This is an optimization exercise on Yosys and OpenROAD, whose aim is small area, a short achievable clock period and few clock cycles per item, not a production implementation. At most, simulation tests tie the RTL to the original design; equivalence was not proved. Power figures rest on the tool's default switching activity, not on a simulated workload.

==> flow/design.v <==
module joltage #(parameter int LENGTH = 100) (
    input logic clk, rst, start, data_valid,
    input logic [4*LENGTH-1:0] line_flat,
    output logic [15:0] joltage1_out,
    output logic [63:0] joltage2_out,
    output logic done
    );
    localparam int K    = 12;                
    localparam int HEAD = LENGTH - K + 1;    
    localparam int TL   = K - 1;             
    logic [3:0] line [0:LENGTH-1];
    genvar k;
    generate
        for (k = 0; k < LENGTH; k++) begin : unflatten
            assign line[k] = line_flat[4*k +: 4];
        end
    endgenerate
    function automatic logic ge4(input logic [3:0] a, input logic [3:0] b);
        logic r;
        r = a[0] | ~b[0];
        for (int i = 1; i < 4; i++) r = (a[i] & ~b[i]) | (~(~a[i] & b[i]) & r);
        ge4 = r;
    endfunction
    function automatic logic ge8(input logic [7:0] a, input logic [7:0] b);
        logic r;
        r = a[0] | ~b[0];
        for (int i = 1; i < 8; i++) r = (a[i] & ~b[i]) | (~(~a[i] & b[i]) & r);
        ge8 = r;
    endfunction
    function automatic logic [2*LENGTH-1:0] pfx2(input logic [LENGTH-1:0] x);
        logic [LENGTH-1:0] p1, p2;
        p1 = x;
        p2 = '0;
        for (int l = 0; (1 << l) < LENGTH; l++)
            for (int i = 0; i < LENGTH; i++)
                if ((i >> l) & 1) begin
                    p2[i] = p2[i] | p2[((i >> l) << l) - 1] | (p1[i] & p1[((i >> l) << l) - 1]);
                    p1[i] = p1[i] | p1[((i >> l) << l) - 1];
                end
        pfx2 = {p2[LENGTH-2:0], 1'b0, p1[LENGTH-2:0], 1'b0};
    endfunction
    function automatic logic two_ones(input logic [LENGTH-1:0] x);
        logic [LENGTH-1:0] p1, p2;
        int n;
        p1 = x;
        p2 = '0;
        for (n = LENGTH; n > 1; n = (n + 1) / 2)
            for (int i = 0; i < n / 2; i++) begin
                p2[i] = p2[2*i] | p2[2*i+1] | (p1[2*i] & p1[2*i+1]);
                p1[i] = p1[2*i] | p1[2*i+1];
                if (i == n / 2 - 1 && n % 2 == 1) begin
                    p2[i+1] = p2[n-1];
                    p1[i+1] = p1[n-1];
                end
            end
        two_ones = p2[0];
    endfunction
    function automatic logic [4+11-1:0] max11(input logic [43:0] d, input logic [10:0] c);
        logic [10:0] p [0:3];
        logic [10:0] m;
        logic h8, h4, h1, h0;
        for (int b = 0; b < 4; b++)
            for (int i = 0; i < 11; i++) p[b][i] = d[4*i+b];
        h8 = |(c & p[3]);
        h4 = |(c & p[2]);
        m = c & (h8 ? p[3] : (p[2] | {11{~h4}}));
        h1 = |(m & p[1]);
        m = m & (p[1] | {11{~h1}});
        h0 = |(m & p[0]);
        m = m & (p[0] | {11{~h0}});
        max11 = {h8, ~h8 & h4, h1, h0, m};
    endfunction
    logic waitd, sel, fin, first;
    logic [3:0] j;                   
    logic take2;                     
    always_ff @(posedge clk) begin : control
        if (rst) begin
            waitd <= 1'b0;
            sel   <= 1'b0;
            fin   <= 1'b0;
            done  <= 1'b0;
            first <= 1'b0;
            j     <= '0;
        end else begin
            fin   <= 1'b0;
            first <= 1'b0;
            if (start) begin
                waitd <= 1'b1;
                done  <= 1'b0;
            end
            if (waitd && data_valid) begin
                waitd <= 1'b0;
                sel   <= 1'b1;
                first <= 1'b1;
                j     <= '0;
            end
            if (sel) begin
                j <= j + 4'd1 + 4'(take2);
                if (j + 4'd1 + 4'(take2) == 4'(K)) begin
                    sel <= 1'b0;
                    fin <= 1'b1;
                end
            end
            if (fin)
                done <= 1'b1;
        end
    end
    logic [3:0] ln [0:LENGTH-1];
    always_ff @(posedge clk) begin : line_reg
        if (waitd)
            for (int i = 0; i < LENGTH; i++) ln[i] <= line[i];
    end
    logic [LENGTH-1:0] pl [0:3];
    always_comb begin
        for (int b = 0; b < 4; b++)
            for (int i = 0; i < LENGTH; i++) pl[b][i] = ln[i][b];
    end
    logic [3:0] nd;
    always_comb begin : next_digit
        nd = 4'd0;
        for (int t = 0; t < TL; t++)
            if (j == 4'(t)) nd = nd | ln[HEAD+t];
    end
    logic [LENGTH-1:0] act;          
    logic [TL+1:0] hiok;             
    logic [LENGTH-1:0] c4, c2, c1, c0, a1, a2, an;
    logic [3:0] mx, sv;               
    logic nle;                        
    always_comb begin : select
        logic h8, h4;
        c4 = act & {hiok[TL-1:0], {HEAD{1'b1}}};
        h8 = |(c4 & pl[3]);
        h4 = |(c4 & pl[2]);
        mx[3] = h8;
        mx[2] = ~h8 & h4;
        c2 = c4 & (h8 ? pl[3] : (pl[2] | {LENGTH{~h4}}));
        mx[1] = |(c2 & pl[1]);
        c1 = c2 & (pl[1] | {LENGTH{~mx[1]}});
        mx[0] = |(c1 & pl[0]);
        c0 = c1 & (pl[0] | {LENGTH{~mx[0]}});
        {a2, a1} = pfx2(c0);
        nle = ge4(mx, nd);
        take2 = ((mx[0] ? two_ones(c1 & pl[0]) : two_ones(c1)) || !nle) && j != 4'(K - 1);
        sv = nle ? mx : nd;
        an = {~{hiok[TL-2:0], 1'b1}, {HEAD{1'b0}}};
    end
    always_ff @(posedge clk) begin : select_seq
        if (waitd) begin
            act  <= '1;
            hiok <= '0;
        end else begin
            act  <= take2 ? (nle ? a2 : an) : a1;
            hiok <= take2 ? {hiok[TL-1:0], 2'b11} : {hiok[TL:0], 1'b1};
        end
    end
    logic [3:0] mreg, sreg, m0, m1, pd;
    logic two;                       
    logic pend;                      
    logic upd;                       
    logic [6:0] dd;                  
    logic [39:0] v;
    logic [63:0] sum;
    always_comb begin : horner_add
        upd = pend | two;
        dd = pend ? 7'(pd * 4'd10) + 7'(mreg) : 7'(mreg * 4'd10) + 7'(sreg);
        sum = (fin ? joltage2_out : 64'd0) + (64'(v) << 6) + (64'(v) << 5) + (64'(v) << 2) + 64'(dd);
    end
    always_ff @(posedge clk) begin : horner
        mreg <= mx;
        sreg <= sv;
        two  <= take2;
        if (sel && j == 4'd0) begin
            m0 <= mx;
            if (take2) m1 <= sv;
        end
        if (sel && j == 4'd1) m1 <= mx;
        if (first) begin
            v    <= 40'd0;
            pend <= 1'b0;
        end else begin
            if (upd) v <= sum[39:0];
            if (pend == two) pd <= pend ? sreg : mreg;
            pend <= pend ^ ~two;
        end
    end
    logic [43:0] tdig;
    always_comb
        for (int t = 0; t < TL; t++) tdig[4*t +: 4] = ln[HEAD+t];
    logic [3:0] pm, rt, y;
    logic [10:0] pmm, aft;
    always_comb begin : tail
        {pm, pmm} = max11(tdig, 11'b01111111111);
        aft = 11'(pfx2(100'(pmm)));
        {y, aft} = {max11(tdig, aft)};
        rt = 4'(max11(tdig, 11'b11111111110) >> 11);
    end
    logic [7:0] t2r;
    logic [3:0] rtr;
    logic [6:0] p1v;
    always_ff @(posedge clk) begin : part1
        logic [7:0] ca, p;
        t2r <= {pm, y};
        rtr <= rt;
        ca = {m0, ge4(m1, rtr) ? m1 : rtr};
        p = ge8(ca, t2r) ? ca : t2r;
        p1v <= 7'(p[7:4] * 4'd10) + 7'(p[3:0]);
    end
    logic rst_q;
    always_ff @(posedge clk) rst_q <= rst;
    always_ff @(posedge clk) begin : totals
        if (rst_q) begin
            joltage1_out <= 16'd0;
            joltage2_out <= 64'd0;
        end else if (fin) begin
            joltage1_out <= joltage1_out + 16'(p1v);
            joltage2_out <= sum;
        end
    end
endmodule
==> flow/config.mk <==
export PLATFORM = sky130hd
export DESIGN_NAME = joltage
export DESIGN_NICKNAME = joltage
export VERILOG_FILES = /design/flow/design.v
export SDC_FILE = /design/flow/constraint.sdc
export NUM_CORES = 4
export LEC_CHECK = 0
export ABC_AREA = 1
export CAP_MARGIN = 20
export CORE_MARGIN = 2
export CORE_UTILIZATION = 40
export CTS_BUF_LIST = sky130_fd_sc_hd__clkbuf_8
export SLEW_MARGIN = 20
==> flow/constraint.sdc <==
create_clock -name core_clock -period 25.0 [get_ports {clk}]
set_input_delay 5.0000 -clock core_clock [delete_from_list [all_inputs] [get_ports {clk}]]
set_output_delay 5.0000 -clock core_clock [all_outputs]
set_load 0.01 [all_outputs]
standard.sh (not shown) runs the stock make flow with config.mk's settings and CLKGATE_MAP_FILE= SYNTH_SCRIPT=/design/flow/synth_recipe.tcl, a recipe that flattens the netlist after the stock synthesis.
==> flow/flow/run.sh <==
#!/bin/bash
# Standard layout with three changes to how it is made (the SDC, clock period
# and I/O delays are the design's, unchanged):
# - repair_timing is asked for a setup margin, so that it sizes and buffers
#   the design for the period it can reach rather than just 25 ns;
# - the port buffers are buf_1 cells instead of the default choice;
# - the clock tree uses clkbuf_8 cells (set in config.mk).
set -euo pipefail
export SETUP_SLACK_MARGIN=17
export BUFFER_PORTS_ARGS="-buffer_cell sky130_fd_sc_hd__buf_1"
bash standard.sh > standard.log 2>&1
Testbench counts at the start, summed over its fixed seeds: cycles 2,313, lines 240.
Change:
--- a/flow/design.v
+++ b/flow/design.v
@@ -121,80 +121,83 @@
         for (int t = 0; t < TL; t++)
             if (j == 4'(t)) nd = nd | ln[HEAD+t];
     end
     logic [LENGTH-1:0] act;          
     logic [TL+1:0] hiok;             
-    logic [LENGTH-1:0] c4, c2, c1, c0, a1, a2, an;
-    logic [3:0] mx, sv;               
-    logic nle;                        
+    logic [LENGTH-1:0] c4, c0, a1, a2;
+    logic [3:0] mx;
     always_comb begin : select
-        logic h8, h4;
+        logic [9:1] any;
+        logic [LENGTH-1:0] ge [1:9];
         c4 = act & {hiok[TL-1:0], {HEAD{1'b1}}};
-        h8 = |(c4 & pl[3]);
-        h4 = |(c4 & pl[2]);
-        mx[3] = h8;
-        mx[2] = ~h8 & h4;
-        c2 = c4 & (h8 ? pl[3] : (pl[2] | {LENGTH{~h4}}));
-        mx[1] = |(c2 & pl[1]);
-        c1 = c2 & (pl[1] | {LENGTH{~mx[1]}});
-        mx[0] = |(c1 & pl[0]);
-        c0 = c1 & (pl[0] | {LENGTH{~mx[0]}});
+        for (int v = 1; v <= 9; v++) begin
+            for (int i = 0; i < LENGTH; i++) ge[v][i] = ln[i] >= 4'(v);
+            any[v] = |(c4 & ge[v]);
+        end
+        mx = 4'd0;
+        for (int v = 1; v <= 9; v++) if (any[v]) mx = 4'(v);
+        for (int i = 0; i < LENGTH; i++) c0[i] = c4[i] & (ln[i] == mx);
         {a2, a1} = pfx2(c0);
-        nle = ge4(mx, nd);
-        take2 = ((mx[0] ? two_ones(c1 & pl[0]) : two_ones(c1)) || !nle) && j != 4'(K - 1);
-        sv = nle ? mx : nd;
-        an = {~{hiok[TL-2:0], 1'b1}, {HEAD{1'b0}}};
+        take2 = (a2[LENGTH-1] | (a1[LENGTH-1] & c0[LENGTH-1])) && ge4(mx, nd) && j != 4'(K - 1);
     end
     always_ff @(posedge clk) begin : select_seq
         if (waitd) begin
             act  <= '1;
             hiok <= '0;
         end else begin
-            act  <= take2 ? (nle ? a2 : an) : a1;
+            act  <= take2 ? a2 : a1;
             hiok <= take2 ? {hiok[TL-1:0], 2'b11} : {hiok[TL:0], 1'b1};
         end
     end
-    logic [3:0] mreg, sreg, m0, m1, pd;
+    logic [3:0] mreg, m0, m1, pd;
     logic two;                       
     logic pend;                      
     logic upd;                       
     logic [6:0] dd;                  
     logic [39:0] v;
     logic [63:0] sum;
     always_comb begin : horner_add
         upd = pend | two;
-        dd = pend ? 7'(pd * 4'd10) + 7'(mreg) : 7'(mreg * 4'd10) + 7'(sreg);
+        dd = pend ? 7'(pd * 4'd10) + 7'(mreg) : 7'(mreg * 4'd11);
         sum = (fin ? joltage2_out : 64'd0) + (64'(v) << 6) + (64'(v) << 5) + (64'(v) << 2) + 64'(dd);
     end
     always_ff @(posedge clk) begin : horner
         mreg <= mx;
-        sreg <= sv;
         two  <= take2;
         if (sel && j == 4'd0) begin
             m0 <= mx;
-            if (take2) m1 <= sv;
+            if (take2) m1 <= mx;
         end
         if (sel && j == 4'd1) m1 <= mx;
         if (first) begin
             v    <= 40'd0;
             pend <= 1'b0;
         end else begin
             if (upd) v <= sum[39:0];
-            if (pend == two) pd <= pend ? sreg : mreg;
+            if (pend == two) pd <= mreg;
             pend <= pend ^ ~two;
         end
     end
     logic [43:0] tdig;
     always_comb
         for (int t = 0; t < TL; t++) tdig[4*t +: 4] = ln[HEAD+t];
     logic [3:0] pm, rt, y;
-    logic [10:0] pmm, aft;
     always_comb begin : tail
+        logic [3:0] sf [0:TL-1];     
+        logic [10:0] pmm;
+        logic seen;
+        sf[TL-1] = ln[LENGTH-1];
+        for (int t = TL - 2; t >= 0; t--)
+            sf[t] = ge4(ln[HEAD+t], sf[t+1]) ? ln[HEAD+t] : sf[t+1];
+        rt = sf[1];
         {pm, pmm} = max11(tdig, 11'b01111111111);
-        aft = 11'(pfx2(100'(pmm)));
-        {y, aft} = {max11(tdig, aft)};
-        rt = 4'(max11(tdig, 11'b11111111110) >> 11);
+        y = 4'd0;
+        seen = 1'b0;
+        for (int t = 0; t < TL - 1; t++) begin
+            if (pmm[t] && !seen) y = sf[t+1];
+            seen = seen | pmm[t];
+        end
     end
     logic [7:0] t2r;
     logic [3:0] rtr;
     logic [6:0] p1v;
     always_ff @(posedge clk) begin : part1
Sequential power rises by about 7%.
Register-to-register slack is better by 150 ps.
Synthesized cell count is higher by 4.9%.
Core utilization went up by 0.77 points.
Wire length is higher by 15%.
Clock-buffer cell count is higher by 16.
Function not checked in the second run of this note: the RTL went through the layout flow alone.

## port drivers added, routing unchanged
The flow's constraints put no driver on any port. The routed layouts listed below were extracted and timed again, unchanged, in two steps.
Step 1 assumes that a clkbuf_16 drives the clock port and a buf_2 every other input.
Step 2 also shifts input and output timing later by t, the mid clock arrival at the registers, as if the neighbouring blocks saw the same clock.
Slacks: no drivers / after step 1 / after step 2; pairs: no drivers / after step 1.
| run | t, ns | setup WS [ns] | worst hold slack (ns) | clock arrival spread, ns |
|---|---|---|---|---|
| the first run | 0.909 | 16.965 / 16.965 / 16.965 | 0.462 / 0.462 / 0.462 | 0.040 / 0.040 |
| the second run | 0.972 | 17.110 / 17.110 / 17.110 | 0.466 / 0.466 / 0.466 | 0.057 / 0.057 |
After both steps setup and hold are still met in every run listed.
